From an optimization exercise on the open Yosys and OpenROAD flow, aimed at small area, a short achievable clock period and few clock cycles per item; shortcuts taken in it are not production practice.

==> flow/design.v <==
`timescale 1ns / 1ps
module divider#(
  parameter WIDTH    = 32,
  parameter CACHING  =  0,
  parameter INIT_VLD =  0
)(
  input clk,
  input rst,
  input start,
  input      [WIDTH-1:0] dividend,
  input      [WIDTH-1:0] divisor,
  output reg [WIDTH-1:0] quotient,
  output     [WIDTH-1:0] remainder,
  output reg zeroErr,
  output valid
);
  reg [31:0] rem;
  reg [31:0] dsr;
  reg [4:0]  cnt;
  reg        align;
  reg        busy;
  reg        vld;
  wire [5:0] za;
  wire [5:0] zb;
  divider_lzc32 u_lza (.x(dividend), .z(za));
  divider_lzc32 u_lzb (.x(divisor), .z(zb));
  wire [6:0] sdiff = {1'b0, zb} - {1'b0, za};    
  wire       shorter = sdiff[6];                  
  wire       zeroDivide = zb[5];
  wire       quick = shorter | zeroDivide;
  wire [32:0] diff = {1'b0, rem} - {1'b0, dsr};
  wire        ge = ~diff[32];
  wire        last = cnt == 5'd0;
  assign remainder = rem;
  assign valid = vld;
  always @(posedge clk) begin
    if (rst) begin
      align <= 1'b0;
      busy  <= 1'b0;
      vld   <= 1'b0;
    end else if (start) begin
      align <= ~quick;
      busy  <= 1'b0;
      vld   <= quick;
    end else if (align) begin
      align <= 1'b0;
      busy  <= 1'b1;
    end else if (busy && last) begin
      busy <= 1'b0;
      vld  <= 1'b1;
    end
  end
  always @(posedge clk) begin
    if (start) begin
      rem      <= dividend;
      quotient <= 32'd0;
      dsr      <= divisor;
      cnt      <= sdiff[4:0];
      zeroErr  <= zeroDivide;
    end else if (align) begin
      dsr      <= dsr << cnt;
    end else begin
      if (busy) begin
        if (ge) rem <= diff[31:0];
        quotient <= {quotient[30:0], ge};
      end
      dsr <= dsr >> 1;
      cnt <= cnt - 5'd1;
    end
  end
endmodule
module divider_lzc32 (
  input  [31:0] x,
  output [5:0]  z
);
  wire [15:0] v0;
  wire [15:0] z0;
  wire [7:0]  v1;
  wire [15:0] z1;
  wire [3:0]  v2;
  wire [11:0] z2;
  wire [1:0]  v3;
  wire [7:0]  z3;
  genvar i;
  generate
    for (i = 0; i < 16; i = i + 1) begin : l0
      assign v0[i] = x[2*i+1] | x[2*i];
      assign z0[i] = ~x[2*i+1];
    end
    for (i = 0; i < 8; i = i + 1) begin : l1
      assign v1[i] = v0[2*i+1] | v0[2*i];
      assign z1[2*i+1:2*i] = v0[2*i+1] ? {1'b0, z0[2*i+1]} : {1'b1, z0[2*i]};
    end
    for (i = 0; i < 4; i = i + 1) begin : l2
      assign v2[i] = v1[2*i+1] | v1[2*i];
      assign z2[3*i+2:3*i] = v1[2*i+1] ? {1'b0, z1[4*i+3:4*i+2]} : {1'b1, z1[4*i+1:4*i]};
    end
    for (i = 0; i < 2; i = i + 1) begin : l3
      assign v3[i] = v2[2*i+1] | v2[2*i];
      assign z3[4*i+3:4*i] = v2[2*i+1] ? {1'b0, z2[6*i+5:6*i+3]} : {1'b1, z2[6*i+2:6*i]};
    end
  endgenerate
  wire [4:0] z4 = v3[1] ? {1'b0, z3[7:4]} : {1'b1, z3[3:0]};
  assign z = (v3[1] | v3[0]) ? {1'b0, z4} : 6'd32;
endmodule
Settings: LEC_CHECK=0, ABC_CLOCK_PERIOD_IN_PS=2500, CAP_MARGIN=20, CORE_MARGIN=2, CORE_UTILIZATION=40, SETUP_SLACK_MARGIN=2.3, SLEW_MARGIN=20; clock period 5.0 ns.
standard.sh (not shown) runs the stock make flow with config.mk's settings and CLKGATE_MAP_FILE= SYNTH_SCRIPT=/design/flow/synth_recipe.tcl, a recipe that flattens the netlist after the stock synthesis.
==> flow/flow/run.sh <==
#!/bin/bash
set -euo pipefail
bash standard.sh "BUFFER_PORTS_ARGS=-buffer_cell sky130_fd_sc_hd__buf_1" finish > make_finish.log 2>&1
The baseline ran to the end with no violations.
Edit:
--- a/flow/design.v
+++ b/flow/design.v
@@ -14,26 +14,33 @@
   output reg zeroErr,
   output valid
 );
   reg [31:0] rem;
   reg [31:0] dsr;
   reg [4:0]  cnt;
+  reg [4:0]  zbr;
   reg        align;
   reg        busy;
   reg        vld;
   wire [5:0] za;
   wire [5:0] zb;
   divider_lzc32 u_lza (.x(dividend), .z(za));
   divider_lzc32 u_lzb (.x(divisor), .z(zb));
-  wire [6:0] sdiff = {1'b0, zb} - {1'b0, za};    
-  wire       shorter = sdiff[6];                  
-  wire       zeroDivide = zb[5];
+  wire [31:0] sa;                                 
+  divider_smear32 u_sa (.x(dividend), .s(sa));
+  wire       zeroDivide = ~|divisor;
+  wire       shorter = |(divisor & ~sa);          
   wire       quick = shorter | zeroDivide;
-  wire [32:0] diff = {1'b0, rem} - {1'b0, dsr};
-  wire        ge = ~diff[32];
-  wire        last = cnt == 5'd0;
+  wire [4:0] s = zbr - cnt;                       
+  wire [32:0] diff1 = {1'b0, rem} - {1'b0, dsr};
+  wire [32:0] diff2 = {1'b0, rem} - {2'b0, dsr[31:1]};
+  wire        ge1 = ~diff1[32];
+  wire        ge2 = ~diff2[32];
+  wire        k0 = cnt == 5'd0;
+  wire        two = ~ge1 & ~k0;
+  wire        last = k0 | (cnt == 5'd1 & ~ge1);
   assign remainder = rem;
   assign valid = vld;
   always @(posedge clk) begin
     if (rst) begin
       align <= 1'b0;
       busy  <= 1'b0;
@@ -52,23 +59,36 @@
   end
   always @(posedge clk) begin
     if (start) begin
       rem      <= dividend;
       quotient <= 32'd0;
       dsr      <= divisor;
-      cnt      <= sdiff[4:0];
+      cnt      <= za[4:0];
+      zbr      <= zb[4:0];
       zeroErr  <= zeroDivide;
     end else if (align) begin
-      dsr      <= dsr << cnt;
+      dsr      <= dsr << s;
+      cnt      <= s;
     end else begin
       if (busy) begin
-        if (ge) rem <= diff[31:0];
-        quotient <= {quotient[30:0], ge};
+        if (ge1)
+          rem <= diff1[31:0];
+        else if (two && ge2)
+          rem <= diff2[31:0];
+        if (two)
+          quotient <= {quotient[29:0], 1'b0, ge2};
+        else
+          quotient <= {quotient[30:0], ge1};
       end
-      dsr <= dsr >> 1;
-      cnt <= cnt - 5'd1;
+      if (two) begin
+        dsr <= dsr >> 2;
+        cnt <= cnt - 5'd2;
+      end else begin
+        dsr <= dsr >> 1;
+        cnt <= cnt - 5'd1;
+      end
     end
   end
 endmodule
 module divider_lzc32 (
   input  [31:0] x,
   output [5:0]  z
@@ -100,6 +120,17 @@
       assign z3[4*i+3:4*i] = v2[2*i+1] ? {1'b0, z2[6*i+5:6*i+3]} : {1'b1, z2[6*i+2:6*i]};
     end
   endgenerate
   wire [4:0] z4 = v3[1] ? {1'b0, z3[7:4]} : {1'b1, z3[3:0]};
   assign z = (v3[1] | v3[0]) ? {1'b0, z4} : 6'd32;
 endmodule
+module divider_smear32 (
+  input  [31:0] x,
+  output [31:0] s
+);
+  wire [31:0] p0 = x;
+  wire [31:0] p1 = p0 | {1'b0, p0[31:1]};
+  wire [31:0] p2 = p1 | {2'b0, p1[31:2]};
+  wire [31:0] p3 = p2 | {4'b0, p2[31:4]};
+  wire [31:0] p4 = p3 | {8'b0, p3[31:8]};
+  assign s = p4 | {16'b0, p4[31:16]};
+endmodule
After rerunning:
- worst hold slack improves by 0.039 ns
- count of clock-buffer cells in the layout does not change
- design area is higher by 47%
- non-clock buffer count is higher by 72
- final cell count is higher by 40%
- routed wire length is higher by 70%
No run of this note included a check of the RTL's function; only the layout flow was run.

==> port drivers added, routing unchanged <==
Ports are ideal in the flow. The routed layouts listed here were re-timed in OpenROAD.
Step 1 (the two cells are an assumption about what drives the block):
set clk [get_ports {clk}]
set_driving_cell -lib_cell sky130_fd_sc_hd__clkbuf_16 $clk
set_driving_cell -lib_cell sky130_fd_sc_hd__buf_2 [delete_from_list [all_inputs] $clk]
Step 2 also shifts input and output timing later by t, the mid clock arrival at the registers, as if the neighbouring blocks saw the same clock.
a / b / c = ideal / step 1 / step 2; a / b = the first two.
| run | t (ns) | slack for setup (ns) | latest minus earliest clock arrival (ns) | worst slew at a driven data input, ns |
|---|---|---|---|---|
| the first run | 0.400 | 1.859 / 1.870 / 1.470 | 0.014 / 0.014 | 0.07 |
| the second run | 0.430 | 1.748 / 1.748 / 1.495 | 0.018 / 0.019 | 0.08 |
After both steps every run listed still meets setup and hold. For the first run, which loses most, drivers alone change the setup slack by +0.011 ns; drivers and shift together by -0.389 ns.
